What follows belongs to an exercise in optimizing a design on an open flow for small area, a short achievable clock period and few clock cycles; a production flow would make more cautious choices.
Only simulation tests tie the RTL to the original design; equivalence was not proved.
No activity file was given, so power comes from the tool's default toggle rates.

==> flow/design.v <==
`default_nettype none
module riscv_cpu (
    input wire clk,
    input wire rst,
    input wire [31:0] module_instr_in,
    input wire [31:0] module_read_data_in,
    output wire [31:0] module_pc_out,
    output wire [31:0] module_wr_data_out,
    output wire module_mem_wr_en,
    output wire module_mem_rd_en,
    output wire [31:0] module_read_addr,
    output wire [31:0] module_write_addr,
    output wire [3:0] module_write_byte_enable,
    output wire [2:0] module_load_type
);
    reg [31:2] pc;
    reg        d_valid;
    reg [31:0] d_ins;
    reg [31:2] d_alt;     
    reg        d_pred;    
    reg [31:0] e_a;       
    reg [31:0] e_b;       
    reg        e_fsd;     
    reg [11:0] e_imm;     
    reg [31:2] e_aux;     
    reg [4:0]  e_rd;
    reg        e_wen_q;   
    reg        e_load_q, e_store_q, e_branch_q, e_jalr_q, e_trap_q, e_mret_q, e_csr_q;
    reg        e_kill;
    wire e_wen    = e_wen_q & ~e_kill;
    wire e_load   = e_load_q & ~e_kill;
    wire e_store  = e_store_q & ~e_kill;
    wire e_branch = e_branch_q & ~e_kill;
    wire e_jalr   = e_jalr_q & ~e_kill;
    wire e_trap   = e_trap_q & ~e_kill;
    wire e_mret   = e_mret_q & ~e_kill;
    wire e_csr    = e_csr_q & ~e_kill;
    reg        e_pred;    
    reg        e_skip1;   
    reg        e_ebreak;
    reg        e_auxres;  
    reg        e_alt;     
    reg        e_csr_nz;  
    reg [2:0]  e_f3;
    reg        m_load, m_store, m_wen;
    reg [4:0]  m_rd;
    reg [31:0] m_res;     
    reg [31:0] m_wdata;
    reg [3:0]  m_be;
    reg [2:0]  m_lt;
    reg [31:0] mstatus, mie, mtvec, mscratch, mepc, mcause, mtval;
    reg [10:0] mip_r;
    reg [31:0] rf [1:31];
    assign module_mem_rd_en = m_load;
    assign module_mem_wr_en = m_store;
    assign module_read_addr = m_res;
    assign module_write_addr = m_res;
    assign module_load_type = m_lt;
    assign module_wr_data_out = m_wdata;
    assign module_write_byte_enable = m_be;
    wire [31:0] mem_result = m_load ? module_read_data_in : m_res;
    always @(posedge clk) begin
        if (m_wen)
            rf[m_rd] <= mem_result;
    end
    wire [31:0] a = e_a;
    wire [31:0] b = e_b;
    wire [31:0] addr = a + {{20{e_imm[11]}}, e_imm};
    wire eq   = (a == b);
    wire lt_s = ($signed(a) < $signed(b));
    wire lt_u = (a < b);
    wire cond = e_f3[2] ? (e_f3[1] ? lt_u : lt_s) : eq;
    wire taken = cond ^ e_f3[0];
    wire skip_ok = e_skip1 & ~d_pred;
    wire br_redirect = e_branch & (taken ^ e_pred) & ~skip_ok;
    wire skip_null = e_branch & taken & skip_ok;
    wire ex_redirect = br_redirect | e_jalr | e_trap | e_mret;
    wire [31:2] ex_target = e_jalr ? addr[31:2] :
                            e_trap ? mtvec[31:2] : mepc[31:2];
    wire [31:0] addsub = e_alt ? (a - b) : (a + b);
    wire [31:0] sll = a << b[4:0];
    wire [32:0] srx_w = $signed({e_alt & a[31], a}) >>> b[4:0];
    wire [31:0] srx = srx_w[31:0];
    reg  [31:0] alu;
    always @(*) begin
        case (e_f3)
            3'd0: alu = addsub;
            3'd1: alu = sll;
            3'd2: alu = {31'b0, lt_s};
            3'd3: alu = {31'b0, lt_u};
            3'd4: alu = a ^ b;
            3'd5: alu = srx;
            3'd6: alu = a | b;
            default: alu = a & b;
        endcase
    end
    reg [31:0] csr_rd;
    always @(*) begin
        case (e_imm)
            12'h300: csr_rd = mstatus;
            12'h301: csr_rd = 32'h40000100;
            12'h304: csr_rd = mie;
            12'h305: csr_rd = mtvec;
            12'h340: csr_rd = mscratch;
            12'h341: csr_rd = mepc;
            12'h342: csr_rd = mcause;
            12'h343: csr_rd = mtval;
            12'h344: csr_rd = {21'b0, mip_r};
            default: csr_rd = 32'b0;
        endcase
    end
    wire [31:0] csr_wd = (e_f3[1:0] == 2'b01) ? a :
                         (e_f3[1:0] == 2'b10) ? (csr_rd | a) : (csr_rd & ~a);
    wire csr_we = e_csr & ((e_f3[1:0] == 2'b01) | e_csr_nz);
    wire [31:0] ex_result = e_csr ? csr_rd :
                            e_auxres ? {e_aux, 2'b00} : alu;
    wire [3:0] ex_be =
        (e_f3[1:0] == 2'b00) ? 4'b0001 :
        (e_f3[1:0] == 2'b01) ? (addr[0] ? 4'b0000 : 4'b0011) :
        ((addr[1:0] == 2'b00) ? 4'b1111 : 4'b0000);
    always @(posedge clk or posedge rst) begin
        if (rst) begin
            m_load <= 1'b0;
            m_store <= 1'b0;
            m_wen <= 1'b0;
        end else begin
            m_load <= e_load;
            m_store <= e_store;
            m_wen <= e_wen;
        end
    end
    always @(posedge clk) begin
        m_rd <= e_rd;
        m_res <= (e_load_q | e_store_q) ? addr : ex_result;
        m_wdata <= e_fsd ? module_read_data_in : b;
        m_be <= ex_be;
        m_lt <= e_f3;
    end
    wire [4:0] op = d_ins[6:2];
    wire [2:0] f3 = d_ins[14:12];
    wire [4:0] rs1 = d_ins[19:15];
    wire [4:0] rs2 = d_ins[24:20];
    wire [4:0] rd  = d_ins[11:7];
    wire is_load   = (op == 5'b00000);
    wire is_store  = (op == 5'b01000);
    wire is_branch = (op == 5'b11000);
    wire is_jalr   = (op == 5'b11001);
    wire is_jal    = (op == 5'b11011);
    wire is_opimm  = (op == 5'b00100);
    wire is_op     = (op == 5'b01100);
    wire is_lui    = (op == 5'b01101);
    wire is_auipc  = (op == 5'b00101);
    wire is_sys    = (op == 5'b11100);
    wire is_priv   = is_sys & (f3 == 3'b000);
    wire is_csr    = is_sys & (f3 != 3'b000);
    wire [31:0] imm_i = {{20{d_ins[31]}}, d_ins[31:20]};
    wire [11:0] imm_s = {d_ins[31:25], d_ins[11:7]};
    wire [31:2] imm_u = {d_ins[31:12], 10'b0};
    wire id_wen = (rd != 5'b0) & (is_op | is_opimm | is_load | is_lui | is_auipc |
                                  is_jal | is_jalr | is_csr);
    wire uses_rs1 = ~(is_lui | is_auipc | is_jal | (is_csr & f3[2]));
    wire uses_rs2 = is_op | is_branch;    
    wire stall = e_load & ((ex1 & uses_rs1) | (ex2 & uses_rs2));
    reg [31:0] rf1, rf2;
    integer k;
    always @(*) begin
        rf1 = 32'b0;
        rf2 = 32'b0;
        for (k = 1; k < 32; k = k + 1) begin
            rf1 = rf1 | (rf[k] & {32{rs1 == k[4:0]}});
            rf2 = rf2 | (rf[k] & {32{rs2 == k[4:0]}});
        end
    end
    wire ex1 = e_wen & (e_rd == rs1);
    wire ex2 = e_wen & (e_rd == rs2);
    wire mem1 = m_wen & (m_rd == rs1);
    wire mem2 = m_wen & (m_rd == rs2);
    wire [31:0] id_a = (is_csr & f3[2]) ? {27'b0, rs1} :
                       ex1 ? ex_result : mem1 ? mem_result : rf1;
    wire [31:0] id_b = (is_opimm | is_load) ? imm_i :
                       ex2 ? ex_result : mem2 ? mem_result : rf2;
    wire id_ok = d_valid & ~stall;
    always @(posedge clk or posedge rst) begin
        if (rst) begin
            e_kill <= 1'b0;
            e_wen_q <= 1'b0;
            e_load_q <= 1'b0;
            e_store_q <= 1'b0;
            e_branch_q <= 1'b0;
            e_jalr_q <= 1'b0;
            e_trap_q <= 1'b0;
            e_mret_q <= 1'b0;
            e_csr_q <= 1'b0;
        end else begin
            e_kill <= ex_redirect | skip_null;
            e_wen_q <= id_ok & id_wen;
            e_load_q <= id_ok & is_load;
            e_store_q <= id_ok & is_store;
            e_branch_q <= id_ok & is_branch;
            e_jalr_q <= id_ok & is_jalr;
            e_trap_q <= id_ok & is_priv & ~d_ins[29];
            e_mret_q <= id_ok & is_priv & d_ins[29];
            e_csr_q <= id_ok & is_csr;
        end
    end
    always @(posedge clk) begin
        e_a <= id_a;
        e_b <= id_b;
        e_fsd <= e_load & ex2 & is_store;
        e_imm <= is_store ? imm_s : imm_i[11:0];
        e_rd <= rd;
        e_pred <= d_pred;
        e_skip1 <= (d_ins[31:25] == 7'b0) & (d_ins[11:7] == 5'b01000);
        e_ebreak <= d_ins[20];
        e_auxres <= is_lui | is_auipc | is_jal | is_jalr;
        e_alt <= d_ins[30] & (is_op | (f3 == 3'b101));
        e_csr_nz <= (rs1 != 5'b0);
        e_f3 <= f3;
        e_aux <= is_lui ? imm_u : d_alt;
    end
    assign module_pc_out = {pc, 2'b00};
    wire [31:0] fi = module_instr_in;
    wire [4:0]  f_op = fi[6:2];
    wire f_jal = (f_op == 5'b11011);
    wire f_br  = (f_op == 5'b11000);
    wire [31:2] f_imm_b = {{20{fi[31]}}, fi[7], fi[30:25], fi[11:9]};
    wire [31:2] f_imm_j = {{12{fi[31]}}, fi[19:12], fi[20], fi[30:22]};
    wire [31:2] f_imm_u = {fi[31:12], 10'b0};
    wire f_jalr = (f_op == 5'b11001);
    wire f_sys  = (f_op == 5'b11100);
    wire [31:2] f_tgt_b = pc + f_imm_b;
    wire [31:2] f_tgt_j = pc + f_imm_j;
    wire [31:2] f_tgt_o = pc + (f_jalr ? 30'd1 : f_sys ? 30'd0 : f_imm_u);
    wire [31:2] f_tgt = f_jal ? f_tgt_j : f_tgt_b;
    wire [31:2] pc1 = pc + 30'd1;
    wire f_pred = f_jal | (f_br & fi[31]);
    always @(posedge clk or posedge rst) begin
        if (rst) begin
            pc <= 30'b0;
            d_valid <= 1'b0;
        end else begin
            pc <= br_redirect ? e_aux :
                  (e_jalr | e_trap | e_mret) ? ex_target :
                  stall ? pc : f_pred ? f_tgt : pc1;
            if (!stall)
                d_valid <= ~ex_redirect;
        end
    end
    always @(posedge clk) begin
        if (!stall) begin
            d_ins <= fi;
            d_alt <= f_pred ? pc1 : f_br ? f_tgt_b : f_tgt_o;
            d_pred <= f_pred;
        end
    end
    always @(posedge clk or posedge rst) begin
        if (rst) begin
            mstatus <= 32'h00001800;
            mie <= 32'b0;
            mtvec <= 32'b0;
            mscratch <= 32'b0;
            mepc <= 32'b0;
            mcause <= 32'b0;
            mtval <= 32'b0;
            mip_r <= 11'b0;
        end else if (e_mret) begin
            mstatus[3] <= mstatus[7];
            mstatus[7] <= 1'b1;
        end else if (e_trap) begin
            mepc <= {e_aux, 2'b00};
            mcause <= e_ebreak ? 32'd3 : 32'd11;
            mstatus[7] <= mstatus[3];
            mstatus[3] <= 1'b0;
        end else if (csr_we) begin
            case (e_imm)
                12'h300: mstatus <= csr_wd;
                12'h304: mie <= csr_wd;
                12'h305: mtvec <= csr_wd;
                12'h340: mscratch <= csr_wd;
                12'h341: mepc <= csr_wd;
                12'h342: mcause <= csr_wd;
                12'h343: mtval <= csr_wd;
                12'h344: mip_r <= csr_wd[10:0] & 11'h777;
                default: ;
            endcase
        end
    end
endmodule
==> flow/flow/run.sh <==
#!/bin/bash
set -euo pipefail
bash standard.sh SETUP_SLACK_MARGIN=7.5 finish > standard_flow.log 2>&1
==> flow/standard.sh <==
#!/bin/bash
# synth_recipe.tcl (not shown) runs the flow's synth.tcl, then flattens the netlist and writes it again
# the make line also repeats each setting of config.mk as NAME=value (left out here)
make -C /OpenROAD-flow-scripts/flow DESIGN_CONFIG=/design/flow/config.mk WORK_HOME=/design/flow/orfs CLKGATE_MAP_FILE= SYNTH_SCRIPT=/design/flow/synth_recipe.tcl "${@:-finish}"
==> flow/config.mk <==
export PLATFORM = sky130hd
export DESIGN_NAME = riscv_cpu
export DESIGN_NICKNAME = riscv_cpu
export VERILOG_FILES = /design/flow/design.v
export SDC_FILE = /design/flow/constraint.sdc
export NUM_CORES = 4
export LEC_CHECK = 0
export ABC_CLOCK_PERIOD_IN_PS = 4000
export CAP_MARGIN = 20
export CORE_MARGIN = 2
export CORE_UTILIZATION = 60
export SLEW_MARGIN = 20
export TNS_END_PERCENT = 5
==> flow/constraint.sdc <==
create_clock -name core_clock -period 11.0 [get_ports {clk}]
set_input_delay 2.2000 -clock core_clock [delete_from_list [all_inputs] [get_ports {clk}]]
set_output_delay 2.2000 -clock core_clock [all_outputs]
set_load 0.01 [all_outputs]
==> results of run 1 <==
==> cell type report <==
type / count / area share, %
diodes: 26 / 0.0689
clock buffers: 197 / 4.60
clock inverters: 99 / 1.39
inverters: 156 / 0.669
multi-input cells: 5145 / 39.5
flip-flops and latches: 1525 / 45.0
well taps: 1755 / 2.33
repair buffers: 624 / 6.42
==> cell usage after synthesis, types with 112 or more instances <==
cell type	n	area share, %
nor3_1	123	0.77
ha_1	191	3.0
edfxtp_1	1053	40
nand4_1	112	0.88
nand3_1	191	1.2
nor2_1	492	2.3
dfrtp_1	274	8.6
a22oi_1	836	7.9
inv_1	153	0.72
clkbuf_1	444	2.1
a21oi_1	367	2.3
nand2_1	743	3.5
o21ai_0	478	3.0
dfxtp_1	196	4.9
xnor2_1	124	1.4
==> layout by cell type (no fill, tap or decap), types with 58 or more instances in the layout <==
cell,count
edfxtp_1,1053
a22oi_1,835
nand2_1,733
o21ai_0,455
nor2_1,382
a21oi_1,336
buf_4,333
dfrtp_1,270
nand3_1,183
dfxtp_1,176
clkbuf_16,166
clkdlybuf4s50_1,165
inv_1,139
ha_1,124
xnor2_1,116
nand4_1,112
nor3_1,110
a222oi_1,103
nor2_4,100
mux2_2,92
a22o_1,80
o211ai_1,69
mux4_2,69
xor2_1,64
mux2i_1,60
a31oi_1,59
a21o_1,58
==> logic make-up (layout without fill, tap and decap cells) <==
family,Yosys count,in the layout,synth area share [%]
multiplexers,227,228,4.08
adder cells (fa/ha/maj),196,196,3.12
flip-flops,1525,1525,53.2
buffers and inverters,758,1076,3.83
other,1,28,0.00470
AND/OR/NAND/NOR,1982,1982,11.5
AO/OA/AOI/OAI,2544,2544,22.2
XOR/XNOR,193,193,2.12
==> stage by stage <==
stage | setup WS, ns | hold slack, ns
after floorplan | 5.15 | 0.329
after global placement | 4.34 | 0.388
after detailed placement | 4.33 | 0.388
after CTS | 6.48 | 0.389
after global routing | 6.38 | 0.405
final | 6.39 | 0.388
==> where the power goes <==
part / internal, mW / leakage [nW] / switching, mW / total [mW]
Clock: 3.35 / 2.74 / 2.50 / 5.85
Combinational: 2.54 / 16.2 / 4.11 / 6.65
Sequential: 6.79 / 15.1 / 0.629 / 7.42
Total: 12.7 / 34.0 / 7.23 / 19.9
==> repair_timing <==
item,4_1_cts,5_1_grt
gates resized for setup,538,187
pin swaps,128,75
cloned,10,2
endpoints found under the setup margin,685,642
setup buffers,138,61
==> worst max-delay path, cell delays in order, from the launching register on <==
cell	delay (ns)
dfxtp_2	0.36
buf_12	0.16
inv_4	0.05
ha_4	0.18
fa_2	0.40
or3_4	0.41
a31oi_1	0.20
o21bai_1	0.08
nor3b_1	0.14
a21oi_1	0.17
xnor2_1	0.12
a221oi_1	1.06
o21ai_0	0.24
buf_4	0.25
a21oi_1	0.14
o21ai_0	0.33
==> flip-flops by register name, summed over array words and instances, names as in the netlist, 30 cells and up <==
signal	cells
m_res	32
mtval	32
d_alt	30
mtvec	32
mstatus	32
m_wdata	32
mscratch	32
rf	992
e_b	32
pc	30
d_ins	30
e_a	32
mepc	32
e_aux	30
mie	32
mcause	32
==> per-layer routing <==
metal	track usage, %	share of wire, %	vias up	wire, um
met5	3.13	0.25	-	994
met4	46.1	11	64	45600
met3	31.5	19	2952	76500
met2	75.2	38	8920	151000
met1	66.9	31	36261	123000
li1	-	-	29270	-
==> final timing paths <==
kind | startpoint | endpoint | slack, ns | depth (start not counted)
max | e_a[0] | e_b[6] | 6.39 | 15
min | d_pred | e_pred | 0.39 | 0
max reg2reg | e_a[0] | e_b[6] | 6.39 | 15
max in group asynchronous | rst | mtval[22] | 7.07 | 4
min in group asynchronous | rst | e_wen_q | 1.85 | 2
min reg2reg | d_pred | e_pred | 0.39 | 0
==> impl_metrics.json, run 1 <==
{
  "placed_area_um2": 84000,
  "core-area_um2": 132000,
  "cts_tree": "done",
  "hold_class": "reg -> reg",
  "powerDensity_nw_per_um2": 211,
  "die_w_um": 369,
  "grt_pass1_wl_um": 541000,
  "worstSkewPairLatency_ns": 0.87,
  "worst_slew_pin_slew_ns": 1.31,
  "portBuffers": 198,
  "finalNonFillerCells": 9527,
  "nets": 7874,
  "ys.flop_type": "edfxtp_1",
  "clkTransAtPathRegs_ns": 0.07,
  "wire_per_inst_um": 41.7,
  "finClkSkew_ns": 0.0541,
  "row_count": 133,
  "cp_max_fo": 3,
  "drc": 0,
  "die_area_um2": 136000,
  "tns_ns": 0,
  "synth.avg_cell_area_um2": 10.7,
  "die_y_um": 369,
  "finalSetupViolations": 0,
  "synth_cell_types": 105,
  "fill_cells": 9388,
  "yosys_warnings": 1,
  "cts_root_buf": "clkbuf_16",
  "place_inst": 8993,
  "synth-seq-cells": 1525,
  "clockBufferDepth": 3,
  "cp-start-kind": "flop",
  "first_global_vias": 71095,
  "path_class": "reg -> reg",
  "antenna_found_initial": 39,
  "grt_max_degree": 177,
  "multi_input_area_um2": 37300,
  "vias": 77467,
  "worstPathArrival_ns": 5.16,
  "syn2layout_area_growth_pct": 18.3,
  "postSynthCellCount": 7426,
  "routed_via_density": 8.13,
  "clock-sinks": 1525,
  "first_iter_violations": 19404,
  "final_area_um2": 94400,
  "netlist_area_um2": 79800,
  "async_flop_share_pct": 18.1,
  "pin_count": 203,
  "initial_core_util_pct": 60.6,
  "postLayoutCoreUtil_pct": 71.6,
  "wl_um": 397000,
  "holdBufCountCts": 0,
  "power_leakage_nw": 34.0,
  "clock.fmax_ghz": 0.217,
  "fin_crit_ns": 4.61,
  "gp_congestion": 1.05,
  "rsz0062_at_grt": "true",
  "track_usage_pct": 56.8,
  "ys_seq_area_share_pct": 53.2,
  "cts_made_buffers": 160,
  "seqCellArea_um2": 42500,
  "drv_slew": 0,
  "endpoint_kind": "flop",
  "post-route-period-util_pct": 41.9,
  "maxCapViolCount": 0,
  "synth_edf_count": 1053,
  "dpl.hpwl_um": 229000,
  "total_power_mw": 19.9,
  "status": "no timing/DRC/antenna violations",
  "ir_drop_v": 0.000185,
  "htreeDepth": 4,
  "required_ns": 11.55,
  "grt_overflow": 0,
  "hold_violations": 0,
  "drtAntennaViolNets": 0,
  "drive_gt1_share_pct": 17.3,
  "timing.slew.headroom_pct": 11.7,
  "first_pass_iters": 12
}
Testbench counts, summed over its fixed seeds: cycles 54,020.
==> run 2: changes to the inputs <==
--- a/flow/design.v
+++ b/flow/design.v
@@ -180,6 +180,9 @@
     wire [31:0] id_b = (is_opimm | is_load) ? imm_i :
                        ex2 ? ex_result : mem2 ? mem_result : rf2;
     wire id_ok = d_valid & ~stall;
+    wire id_jal = d_valid & is_jal;
+    wire [31:2] imm_j = {{12{d_ins[31]}}, d_ins[19:12], d_ins[20], d_ins[30:22]};
+    wire [31:2] id_jtgt = d_alt + imm_j;
     always @(posedge clk or posedge rst) begin
         if (rst) begin
             e_kill <= 1'b0;
@@ -216,7 +219,8 @@
         e_alt <= d_ins[30] & (is_op | (f3 == 3'b101));
         e_csr_nz <= (rs1 != 5'b0);
         e_f3 <= f3;
-        e_aux <= is_lui ? imm_u : d_alt;
+        e_aux <= is_lui ? imm_u : is_auipc ? {d_alt[31:12] + d_ins[31:12], d_alt[11:2]} :
+                 is_jal ? d_alt + 30'd1 : d_alt;
     end
     assign module_pc_out = {pc, 2'b00};
     wire [31:0] fi = module_instr_in;
@@ -228,12 +232,15 @@
     wire [31:2] f_imm_u = {fi[31:12], 10'b0};
     wire f_jalr = (f_op == 5'b11001);
     wire f_sys  = (f_op == 5'b11100);
-    wire [31:2] f_tgt_b = pc + f_imm_b;
-    wire [31:2] f_tgt_j = pc + f_imm_j;
-    wire [31:2] f_tgt_o = pc + (f_jalr ? 30'd1 : f_sys ? 30'd0 : f_imm_u);
-    wire [31:2] f_tgt = f_jal ? f_tgt_j : f_tgt_b;
+    wire f_auipc = (f_op == 5'b00101);
+    wire [31:12] pc_hi_p = pc[31:12] + 20'd1;
+    wire [31:12] pc_hi_m = pc[31:12] - 20'd1;
+    wire [10:0]  b_lo = {1'b0, pc[11:2]} + {1'b0, f_imm_b[11:2]};
+    wire [31:12] b_hi = fi[31] ? (b_lo[10] ? pc[31:12] : pc_hi_m) :
+                                 (b_lo[10] ? pc_hi_p : pc[31:12]);
+    wire [31:2]  f_tgt_b = {b_hi, b_lo[9:0]};
     wire [31:2] pc1 = pc + 30'd1;
-    wire f_pred = f_jal | (f_br & fi[31]);
+    wire f_pred = f_br & fi[31];        
     always @(posedge clk or posedge rst) begin
         if (rst) begin
             pc <= 30'b0;
@@ -241,16 +248,16 @@
         end else begin
             pc <= br_redirect ? e_aux :
                   (e_jalr | e_trap | e_mret) ? ex_target :
-                  stall ? pc : f_pred ? f_tgt : pc1;
+                  stall ? pc : id_jal ? id_jtgt : f_pred ? f_tgt_b : pc1;
             if (!stall)
-                d_valid <= ~ex_redirect;
+                d_valid <= ~(ex_redirect | id_jal);
         end
     end
     always @(posedge clk) begin
         if (!stall) begin
             d_ins <= fi;
-            d_alt <= f_pred ? pc1 : f_br ? f_tgt_b : f_tgt_o;
-            d_pred <= f_pred;
+            d_alt <= f_br ? (f_pred ? pc1 : f_tgt_b) : (f_sys | f_auipc | f_jal) ? pc : pc1;
+            d_pred <= f_pred | f_jal;
         end
     end
     always @(posedge clk or posedge rst) begin
==> flow/flow/run.sh (replaced) <==
#!/bin/bash
# Layout flow: the standard ORFS flow (standard.sh: unchanged synthesis,
# floorplan, placement, CTS and routing, same SDC and clock period) with two
# make variables changed:
#  - BUFFER_PORTS_ARGS: every input and output port still gets its buffer,
#    as a small buf_1 (the resizer upsizes the ones that need it).
# The full output of the flow goes to standard_flow.log; ORFS's per-step logs
# are under orfs/logs.
set -euo pipefail
bash standard.sh SETUP_SLACK_MARGIN=7.5 "BUFFER_PORTS_ARGS=-buffer_cell sky130_fd_sc_hd__buf_1" finish > standard_flow.log 2>&1
--- a/flow/config.mk
+++ b/flow/config.mk
@@ -9,5 +9,8 @@
 export CAP_MARGIN = 20
 export CORE_MARGIN = 2
 export CORE_UTILIZATION = 60
+export CTS_BUF_LIST = sky130_fd_sc_hd__clkbuf_8
+export CTS_CLUSTER_DIAMETER = 60
+export CTS_CLUSTER_SIZE = 12
 export SLEW_MARGIN = 20
 export TNS_END_PERCENT = 5
==> run 2 against run 1 <==
Still clean on timing, DRC and antenna. Die area shrank 0.32%. Via count fell by 1.5%. Sequential cell count stayed put. Count of clock-buffer cells in the layout shrank 37. Wire length is 1.5% lower. Clock power down 39%. Critical path depth fell by 7. Sequential share of layout area rose by 2.2 points. First-iteration DRC count is 3.9% lower. Synthesized cell count shrank 1.7%. Clock skew increased by 0.017 ns. Final cell count fell by 1.8%. Largest cell class unchanged. Largest power group unchanged.
==> impl_metrics.json, run 2 <==
{
  "first_iter_violations": 18648,
  "final_common_cell": "edfxtp_1",
  "endpoint": "e_b[3]",
  "finClkSkew_ns": 0.0714,
  "synth_edf_count": 1053,
  "synth-seq-cells": 1525,
  "drtAntennaViolNets": 0,
  "cp.depth": 8,
  "cp_max_fo": 31,
  "cts_tree": "done",
  "timing.slew.headroom_pct": 12.6,
  "critPathMaxStageDelay_ns": 0.79,
  "r2r_slack_ns": 6.93,
  "ys.flop_type": "edfxtp_1",
  "tns_ns": 0,
  "largest_reg_flops": 992,
  "grt_overflow": 0,
  "fin_crit_ns": 4.07,
  "synth_top_cell_area_share_pct": 39.7,
  "largest-register": "rf",
  "grt_max_degree": 69,
  "async_flop_share_pct": 18.1,
  "path_delay_family": "compound AO/OA/AOI/OAI gates",
  "ys_seq_area_share_pct": 53.4,
  "synth_compound_area_share_pct": 21.7,
  "muxShareOfSynthArea_pct": 4.30,
  "crit_buf_inv": 2,
  "drive_gt1_share_pct": 18.5,
  "die_y_um": 368,
  "total_power_mw": 16.7,
  "path_class": "reg -> reg",
  "synth.avg_cell_area_um2": 10.9,
  "wire_per_inst_um": 41.9,
  "vias": 76292,
  "synth-simple-area-share_pct": 11.2,
  "status": "no timing/DRC/antenna violations",
  "pin_count": 203,
  "clock.fmax_ghz": 0.246,
  "cts_made_buffers": 157,
  "wl_um": 392000,
  "synth_area_leaders": "edfxtp_1 40%, dfrtp_1 8.6%, a22oi_1 5.5%, dfxtp_1 4.9%, ha_1 2.9%",
  "endpoint_kind": "flop",
  "worst_slew_pin_slew_ns": 1.31,
  "cts_root_buf": "clkbuf_8",
  "drc": 0,
  "power_leakage_nw": 32.1,
  "maxCapViolCount": 0,
  "r2r_end": "e_b[3]",
  "yosys-top-cells-count": "1053 x edfxtp_1, 586 x a22oi_1, 574 x nand2_1",
  "yosys_warnings": 1,
  "postSynthCellCount": 7299,
  "netlist_area_um2": 79600,
  "required_ns": 11.80,
  "gp_congestion": 1.04,
  "synth_xor_area_share_pct": 2.59,
  "cp_cell_sequence": "buf_6 > and2_2 > nand2_1 > buf_4 > o211ai_1 > nand3_2 > a211oi_1 > a21oi_2",
  "routed_via_density": 8.15,
  "clockBufferDepth": 3,
  "antenna_found_initial": 34,
  "holdBufCountCts": 0,
  "synth_adder_area_share_pct": 3.01,
  "clock-sinks": 1525,
  "pre_cts_ws_ns": 5.46,
  "dpl.hpwl_um": 227000,
  "nets": 7750,
  "synth_top_family_by_area": "compound AO/OA/AOI/OAI gates",
  "grt_pass1_wl_um": 531000,
  "hold-worst-slack_ns": 0.398,
  "first_pass_iters": 15,
  "track_usage_pct": 55.9,
  "cp-start-kind": "flop",
  "clkTransAtPathRegs_ns": 0.08,
  "powerDensity_nw_per_um2": 185,
  "initial_core_util_pct": 60.5,
  "row_count": 133,
  "hold_class": "reg -> reg",
  "finalSetupViolations": 0,
  "hold_violations": 0,
  "mostFrequentLayoutCells": "1053 x edfxtp_1, 583 x a22oi_1, 557 x nand2_1, 439 x nor2_1, 350 x o21ai_0",
  "htreeDepth": 4,
  "core-area_um2": 131000,
  "setup_slack_ns": 6.93,
  "die_area_um2": 136000,
  "reg2reg_depth": 8,
  "worstSkewPairLatency_ns": 1.01,
  "worstPathArrival_ns": 4.87,
  "cp-startpoint": "e_f3[0]",
  "critical-path-slowest-cell": "o211ai_1",
  "syn2layout_area_growth_pct": 13.4,
  "timing.rr.start": "e_f3[0]",
  "rsz0062_at_grt": "true",
  "portBuffers": 198,
  "ir_drop_v": 0.000152,
  "synth_cell_types": 103,
  "yosysMostFrequentCell": "edfxtp_1",
  "first_global_vias": 69728,
  "synth_largest_area_cell": "edfxtp_1",
  "post-route-period-util_pct": 37.0,
  "drv_slew": 0,
  "die_w_um": 368
}
==> run 2: area by class of cell <==
type / instances / area, um^2
timing repair inverter: 1 / 5.00
antenna: 28 / 70.1
inverter: 137 / 598
timing repair buffer: 636 / 4970
fill: 9975 / 41200
tap: 1755 / 2200
sequential: 1525 / 42600
multi-input combinational: 5038 / 37000
clock inverter: 77 / 603
clock buffer: 160 / 2200
==> run 2: what timing repair did <==
| item | CTS | global route |
|---|---|---|
| resized for setup | 525 | 170 |
| setup endpoints to repair | 713 | 529 |
| hold endpoints to repair | 0 | 0 |
| pin swaps | 115 | 74 |
| buffers inserted | 145 | 60 |
| cloned | 13 | 1 |
==> run 2: routing by layer <==
layer	up-vias	GRT usage (%)	part of all wire (%)
met1	35679	66.7	31
met2	8931	75.2	39
met4	37	46.1	11
li1	28850	-	-
met3	2795	27.8	18
met5	-	1.39	0.15
==> run 2: how the worst min path moves through the flow <==
stage	from	end	slack, ns	cells past startpoint
floorplan	e_f3[0]	m_lt[0]	0.33	0
global placement	e_rd[3]	m_rd[3]	0.40	0
detailed placement	e_rd[0]	m_rd[0]	0.39	0
CTS	e_rd[0]	m_rd[0]	0.41	0
global route	e_rd[2]	m_rd[2]	0.42	0
finish	e_rd[2]	m_rd[2]	0.40	0
==> run 2: cell families (layout without fill, tap and decap cells) <==
family	after synthesis	count (layout)
AO/OA/AOI/OAI	2441	2441
AND/OR/NAND/NOR	1921	1921
flip-flops	1525	1525
buffers and inverters	737	1011
multiplexers	251	251
XOR/XNOR	235	235
adder cells (fa/ha/maj)	188	188
other	1	30
==> run 2: per-stage QoR <==
step / cell area (um^2) / instances / utilization [%]
final: 90200 / 9357 / 68.6
after global routing: 90200 / 9333 / 68.6
after CTS: 88900 / 9267 / 67.6
after detailed placement: 82500 / 8872 / 62.7
after global placement: 82500 / 8872 / 62.7
after floorplan: 79600 / 7300 / -
==> run 2: power breakdown <==
group          internal, mW  switching, mW
Combinational          2.02           3.74
Sequential             6.77          0.559
Clock                  1.46           2.13
Total                  10.2           6.43
==> run 2: worst register-to-register path: stages (launching register included) <==
cell and delay [ns]:
dfxtp_4 0.56, buf_6 0.48, and2_2 0.51, nand2_1 0.16, buf_4 0.32, o211ai_1 0.81
nand3_2 0.46, a211oi_1 0.43, a21oi_2 0.18
Testbench counts of run 2, summed over its fixed seeds: cycles 54,124.
==> run 3: changes to the inputs <==
--- a/flow/config.mk
+++ b/flow/config.mk
@@ -8,7 +8,7 @@
 export ABC_CLOCK_PERIOD_IN_PS = 4000
 export CAP_MARGIN = 20
 export CORE_MARGIN = 2
-export CORE_UTILIZATION = 60
+export CORE_UTILIZATION = 45
 export CTS_BUF_LIST = sky130_fd_sc_hd__clkbuf_8
 export CTS_CLUSTER_DIAMETER = 60
 export CTS_CLUSTER_SIZE = 12
==> run 3 against run 2 <==
Power grew 1.3%. First-iteration DRC count shrank 18%. Sequential share of layout area shrank 0.25 points. Via count shrank 2.3%. Count of clock-buffer cells in the layout grew 17. Utilization shrank 17 points. Design area grew 0.46%. Register-to-register slack gained 0.02 ns. Still clean. Setup slack gained 0.023 ns. Clock skew grew 0.041 ns. Final cell count grew 6.1%.
==> impl_metrics.json, run 3 <==
{
  "status": "no timing/DRC/antenna violations",
  "syn2layout_area_growth_pct": 13.9,
  "clock.fmax_ghz": 0.247,
  "grt_pass1_wl_um": 559000,
  "post-route-period-util_pct": 36.8,
  "worstSkewPairLatency_ns": 1.04,
  "die_area_um2": 180000,
  "nets": 7735,
  "synth_largest_area_cell": "edfxtp_1",
  "grt_util_met1_pct": 54.1,
  "first_global_vias": 68475,
  "mostFrequentLayoutCells": "1053 x edfxtp_1, 585 x a22oi_1, 555 x nand2_1, 444 x nor2_1, 348 x o21ai_0",
  "async_flop_share_pct": 18.1,
  "synth_area_leaders": "edfxtp_1 40%, dfrtp_1 8.6%, a22oi_1 5.5%, dfxtp_1 4.9%, ha_1 2.9%",
  "grt_util_met3_pct": 17.0,
  "antenna_found_initial": 26,
  "hold_class": "reg -> reg",
  "ir_drop_v": 0.000111,
  "drc": 0,
  "htreeDepth": 4,
  "postSynthCellCount": 7299,
  "die_y_um": 424,
  "clkTransAtPathRegs_ns": 0.09,
  "dpl.hpwl_um": 254000,
  "synth.avg_cell_area_um2": 10.9,
  "powerDensity_nw_per_um2": 186,
  "hold_violations": 0,
  "path_class": "reg -> reg",
  "yosysMostFrequentCell": "edfxtp_1",
  "yosys-top-cells-count": "1053 x edfxtp_1, 586 x a22oi_1, 574 x nand2_1",
  "required_ns": 11.77,
  "met2_usage_pct": 63.7,
  "tns_ns": 0,
  "cp-start-kind": "flop",
  "grt_overflow": 0,
  "portBuffers": 198,
  "finalSetupViolations": 0,
  "gp_congestion": 1.05,
  "holdBufCountCts": 0,
  "wl_um": 416000,
  "rsz0062_at_grt": "true",
  "clock-sinks": 1525,
  "power_leakage_nw": 31.9,
  "row_count": 154,
  "worst_slew_pin_slew_ns": 1.35,
  "largest_reg_flops": 992,
  "netlist_area_um2": 79600,
  "pin_count": 203,
  "cp_max_fo": 40,
  "first_pass_iters": 14,
  "drv_slew": 0,
  "wire_per_inst_um": 41.9,
  "synth-seq-cells": 1525,
  "grt_busiest_layer": "met2",
  "ys_seq_area_share_pct": 53.4,
  "drtAntennaViolNets": 0,
  "initial_core_util_pct": 45.2,
  "cts_root_buf": "clkbuf_8",
  "first_iter_violations": 15211,
  "yosys_warnings": 1,
  "maxCapViolCount": 0,
  "routed_via_density": 7.51,
  "die_w_um": 424,
  "clockBufferDepth": 3,
  "worstPathArrival_ns": 4.82,
  "fill_cells": 15594,
  "total_power_mw": 16.9,
  "fin_crit_ns": 4.05,
  "finClkSkew_ns": 0.113,
  "timing.slew.headroom_pct": 9.13,
  "vias": 74572,
  "final_common_cell": "edfxtp_1",
  "synth_cell_types": 103,
  "track_usage_pct": 44.5,
  "drive_gt1_share_pct": 18.0,
  "synth_top_cell_area_share_pct": 39.7,
  "cts_made_buffers": 166,
  "endpoint_kind": "flop",
  "grt_max_degree": 84,
  "synth_edf_count": 1053,
  "ys.flop_type": "edfxtp_1",
  "cts_tree": "done",
  "core-area_um2": 176000,
  "largest-register": "rf"
}
-- run 3: cell types whose count changed in the layout (fill, tap and decap cells not counted), sizes merged --
cell,change
clkbuf,+19
bufinv,+1
inv,-8
buf,-19
clkinvlp,+7
clkinv,-2
diode,-9
bufbuf,-7
-- run 3: worst paths after layout --
kind / start / end / slack, ns / cells after the start
setup / recovery: e_b[0] / e_b[2] / 6.95 / 11
hold / removal: e_rd[1] / m_rd[1] / 0.40 / 0
setup reg to reg: e_b[0] / e_b[2] / 6.95 / 11
hold reg to reg: e_rd[1] / m_rd[1] / 0.40 / 0
max in group asynchronous: rst / mie[25] / 7.72 / 4
min in group asynchronous: rst / mepc[4] / 1.27 / 2
-- run 3: kinds of logic after synthesis --
family	share of synthesized area [%]
and+or+nand+nor	11.2
xor gates and xnor gates	2.59
buffers and inverters	3.77
DFF	53.4
other	0.00471
AOI/OAI and AO/OA	21.7
muxes	4.30
adders and majority gates	3.01
-- run 3: through the flow --
stage / instance area (um^2) / hold WS [ns] / instances / util (%) / setup WS [ns]
after floorplan: 79600 / 0.329 / 7300 / - / 5.15
after global placement: 83300 / 0.389 / 9466 / 47.3 / 5.21
after detailed placement: 83300 / 0.389 / 9467 / 47.4 / 5.26
after CTS: 89200 / 0.403 / 9847 / 50.7 / 6.93
after global routing: 90600 / 0.402 / 9909 / 51.5 / 6.96
final: 90600 / 0.400 / 9924 / 51.5 / 6.95
-- run 3: repair_timing --
item | CTS | global route
resized for setup | 412 | 202
cloned | 6 | 3
pin swaps | 77 | 70
endpoints found under the setup margin | 591 | 519
endpoints found under the hold margin | 0 | 0
setup buffers | 122 | 55
-- run 3: report_power, final --
group / switching [mW] / internal, mW / total [mW]
clock network: 2.25 / 1.61 / 3.86
logic: 3.63 / 1.93 / 5.56
registers: 0.707 / 6.77 / 7.47
-- run 3: final cells by class --
type / instances / area (um^2) / area share [%]
Clock inverter: 75 / 614 / 0.678
Sequential cell: 1525 / 42500 / 46.9
Inverter: 137 / 583 / 0.643
Tap cell: 2340 / 2930 / 3.23
Multi-Input combinational cell: 5038 / 36900 / 40.7
Clock buffer: 177 / 2440 / 2.69
Timing Repair inverter: 1 / 5.00 / 0.00552
Timing Repair Buffer: 612 / 4590 / 5.07
Antenna cell: 19 / 47.5 / 0.0525
-- run 3: critical path, stage by stage (launching register included) --
cell and delay, ns:
dfxtp_4 0.43, buf_12 0.28, mux2_2 0.42, mux4_2 0.48, nand2_1 0.08, o21ai_1 0.10, or2_2 0.32, o311a_1 0.16
a211oi_1 0.57, o221ai_2 0.40, a21oi_1 0.26, o21ai_1 0.23
-- run 3: layer usage --
layer  wire length [um]  vias up
met5                113        -
met4              42000       16
met3              65200     2172
met2             170000     7598
met1             139000    35962
li1                   -    28824
==> run 4: changes to the inputs <==
--- a/flow/config.mk
+++ b/flow/config.mk
@@ -13,4 +13,4 @@
 export CTS_CLUSTER_DIAMETER = 60
 export CTS_CLUSTER_SIZE = 12
 export SLEW_MARGIN = 20
-export TNS_END_PERCENT = 5
+export TNS_END_PERCENT = 1
==> run 4 against run 3 <==
Synthesized cell count unchanged. Design area down 1.0%. Utilization down 0.54 points. Setup slack worse by 0.11 ns. Wire length down 0.87%. Count of clock-buffer cells in the layout unchanged. Power down 1.4%. Highest routed layer unchanged. Via count down 0.20%. Clock skew down 0.014 ns. Die area unchanged. Final cell count down 0.31%.
==> impl_metrics.json, run 4 <==
{
  "status": "no timing/DRC/antenna violations",
  "grt_pass1_wl_um": 553000,
  "power_leakage_nw": 31.6,
  "required_ns": 11.78,
  "largest-register": "rf",
  "cts_made_buffers": 166,
  "synth_edf_count": 1053,
  "netlist_area_um2": 79600,
  "maxCapViolCount": 0,
  "total_power_mw": 16.7,
  "cts_root_buf": "clkbuf_8",
  "first_global_vias": 67786,
  "synth_cell_types": 103,
  "drv_slew": 0,
  "synth_area_leaders": "edfxtp_1 40%, dfrtp_1 8.6%, a22oi_1 5.5%, dfxtp_1 4.9%, ha_1 2.9%",
  "reg2reg_depth": 11,
  "placed_area_um2": 83300,
  "postSynthCellCount": 7299,
  "fill_cells": 15711,
  "grt_overflow": 0,
  "synth_xor_area_share_pct": 2.59,
  "r2r_end": "e_b[2]",
  "routed_via_density": 7.52,
  "die_w_um": 424,
  "hold_path_end": "m_rd[1]",
  "rsz0062_at_grt": "true",
  "worstSkewPairLatency_ns": 1.01,
  "final_area_um2": 89700,
  "synth_adder_area_share_pct": 3.01,
  "min_from": "e_rd[1]",
  "drive_gt1_share_pct": 16.6,
  "cts_tree": "done",
  "yosys-top-cells-count": "1053 x edfxtp_1, 586 x a22oi_1, 574 x nand2_1",
  "synth_top_cell_area_share_pct": 39.7,
  "finalSetupViolations": 0,
  "hold-worst-slack_ns": 0.401,
  "antenna_found_initial": 26,
  "wl_um": 412000,
  "die_y_um": 424,
  "wire_per_inst_um": 41.7,
  "cp_cell_sequence": "buf_6 > or3b_2 > nor2_4 > buf_4 > a22o_1 > a221oi_1 > nand4_1 > nor3_2 > a211oi_1 > a21oi_1 > o21ai_1",
  "mostFrequentLayoutCells": "1053 x edfxtp_1, 585 x a22oi_1, 558 x nand2_1, 445 x nor2_1, 363 x o21ai_0",
  "row_count": 154,
  "post-route-period-util_pct": 37.8,
  "holdBufCountCts": 0,
  "path_class": "reg -> reg",
  "syn2layout_area_growth_pct": 12.7,
  "clock.fmax_ghz": 0.241,
  "portBuffers": 198,
  "yosysMostFrequentCell": "edfxtp_1",
  "first_pass_iters": 13,
  "first_iter_violations": 15907,
  "track_usage_pct": 44.0,
  "core-area_um2": 176000,
  "vias": 74420,
  "clock-sinks": 1525,
  "synth-simple-area-share_pct": 11.2,
  "clkTransAtPathRegs_ns": 0.09,
  "cp-start-kind": "flop",
  "hold_class": "reg -> reg",
  "async_flop_share_pct": 18.1,
  "nets": 7698,
  "cp_max_fo": 27,
  "muxShareOfSynthArea_pct": 4.30,
  "largest_reg_flops": 992,
  "timing.slew.headroom_pct": 15.8,
  "drtAntennaViolNets": 0,
  "fin_crit_ns": 4.15,
  "hold_depth": 0,
  "pin_count": 203,
  "final_common_cell": "edfxtp_1",
  "yosys_warnings": 1,
  "r2r_slack_ns": 6.85,
  "synth_largest_area_cell": "edfxtp_1",
  "gp_congestion": 1.05,
  "critical-path-slowest-cell": "buf_4",
  "initial_core_util_pct": 45.2,
  "htreeDepth": 4,
  "tns_ns": 0,
  "drc": 0,
  "hold_violations": 0,
  "ir_drop_v": 0.000116,
  "synth_compound_area_share_pct": 21.7,
  "clockBufferDepth": 3,
  "endpoint_kind": "flop",
  "powerDensity_nw_per_um2": 186,
  "die_area_um2": 180000,
  "timing.rr.start": "d_ins[20]",
  "ys_seq_area_share_pct": 53.4,
  "synth_top_family_by_area": "compound AO/OA/AOI/OAI gates",
  "worstPathArrival_ns": 4.94,
  "critPathMaxStageDelay_ns": 0.73,
  "ys.flop_type": "edfxtp_1",
  "grt_max_degree": 84,
  "synth-seq-cells": 1525,
  "synth.avg_cell_area_um2": 10.9,
  "finClkSkew_ns": 0.0987,
  "worst_slew_pin_slew_ns": 1.25,
  "dpl.hpwl_um": 254000
}
[run 4: through the flow]
step,utilization [%],cells,setup WS [ns]
2_1_floorplan,-,7300,5.15
3_3_place_gp,47.3,9466,5.21
3_5_place_dp,47.4,9467,5.26
4_1_cts,50.2,9787,6.93
5_1_grt,51.0,9871,6.96
6_report,51.0,9893,6.85
[run 4: cell families after synthesis]
| family | after synthesis |
|---|---|
| AOI/OAI and AO/OA | 2441 |
| xor gates and xnor gates | 235 |
| adders and majority gates | 188 |
| buffers and inverters | 737 |
| DFF | 1525 |
| muxes | 251 |
| other | 1 |
| and+or+nand+nor | 1921 |
[run 4: area by class of cell]
cell class | instances | area [um^2] | area share, %
flip-flops and latches | 1525 | 42500 | 47.4
multi-input cells | 5039 | 36400 | 40.6
repair buffers | 575 | 4120 | 4.59
well taps | 2340 | 2930 | 3.26
clock buffers | 177 | 2440 | 2.72
clock inverters | 75 | 614 | 0.685
inverters | 137 | 578 | 0.644
diodes | 25 | 62.6 | 0.0697
[run 4: layer usage]
metal	up-vias	track usage, %	part of all wire (%)
met4	14	33.7	10
met2	7528	62.5	41
met1	35911	53.8	34
met3	2232	17.1	15
met5	-	0.106	0.022
li1	28735	-	-
[run 4: report_power, final]
| group | internal (mW) | total, mW | switching [mW] |
|---|---|---|---|
| clock | 1.61 | 3.85 | 2.24 |
| combinational | 1.81 | 5.36 | 3.55 |
| sequential | 6.76 | 7.46 | 0.693 |
[run 4: what timing repair did]
item	4_1_cts	5_1_grt
setup buffers	64	79
cloned	4	2
pin swaps	37	48
endpoints found under the setup margin	591	600
resized for setup	317	156
[run 4: how the worst max path moves through the flow]
| stage | slack [ns] | end | from | cells past startpoint |
|---|---|---|---|---|
| after floorplan | 5.15 | d_valid | rst | 1 |
| after global placement | 5.21 | e_b[29] | e_b[1] | 14 |
| after detailed placement | 5.26 | e_b[29] | e_b[1] | 14 |
| after CTS | 6.93 | module_mem_rd_en | m_load | 2 |
| after global routing | 6.96 | e_a[30] | e_a[0] | 15 |
| final | 6.85 | e_b[2] | d_ins[20] | 11 |
[run 4: worst max-delay path, delay by kind of cell (launching register included)]
kind / cells / cell delay (ns)
flip-flops: 1 / 0.38
buffers and inverters: 2 / 0.93
AO/OA/AOI/OAI: 5 / 1.21
AND/OR/NAND/NOR: 4 / 1.34

[re-timing with driven ports]
The results above use ideal ports. As a check the final layouts listed here were re-extracted and re-timed, cells and wires unchanged.
Step 1, drivers: a clkbuf_16 drives clk and a buf_2 each remaining input, both assumed.
Step 2 times the ports against the registers' clock, not the clock port: input delays grow and output delays shrink by t, the midpoint of the rising clock arrivals with the driver on.
Three values: ideal ports, drivers, drivers and shift; two values: the first two.
| run | shift t [ns] | setup WS [ns] | worst setup path after step 2 | clock arrival spread, ns | pins driven straight from the clock port |
|---|---|---|---|---|---|
| run 1 | 0.926 | 6.391 / 6.391 / 5.601 | input to register | 0.057 / 0.057 | 1 |
| run 2 | 1.047 | 6.930 / 6.930 / 6.123 | input to register | 0.081 / 0.082 | 1 |
| run 3 | 1.067 | 6.953 / 6.864 / 6.101 | input to register | 0.132 / 0.132 | 1 |
| run 4 | 1.044 | 6.846 / 6.846 / 6.085 | input to register | 0.115 / 0.115 | 1 |
After both steps every run listed still meets setup and hold. For run 3, which loses most, drivers alone change the setup slack by -0.089 ns; drivers and shift together by -0.852 ns.
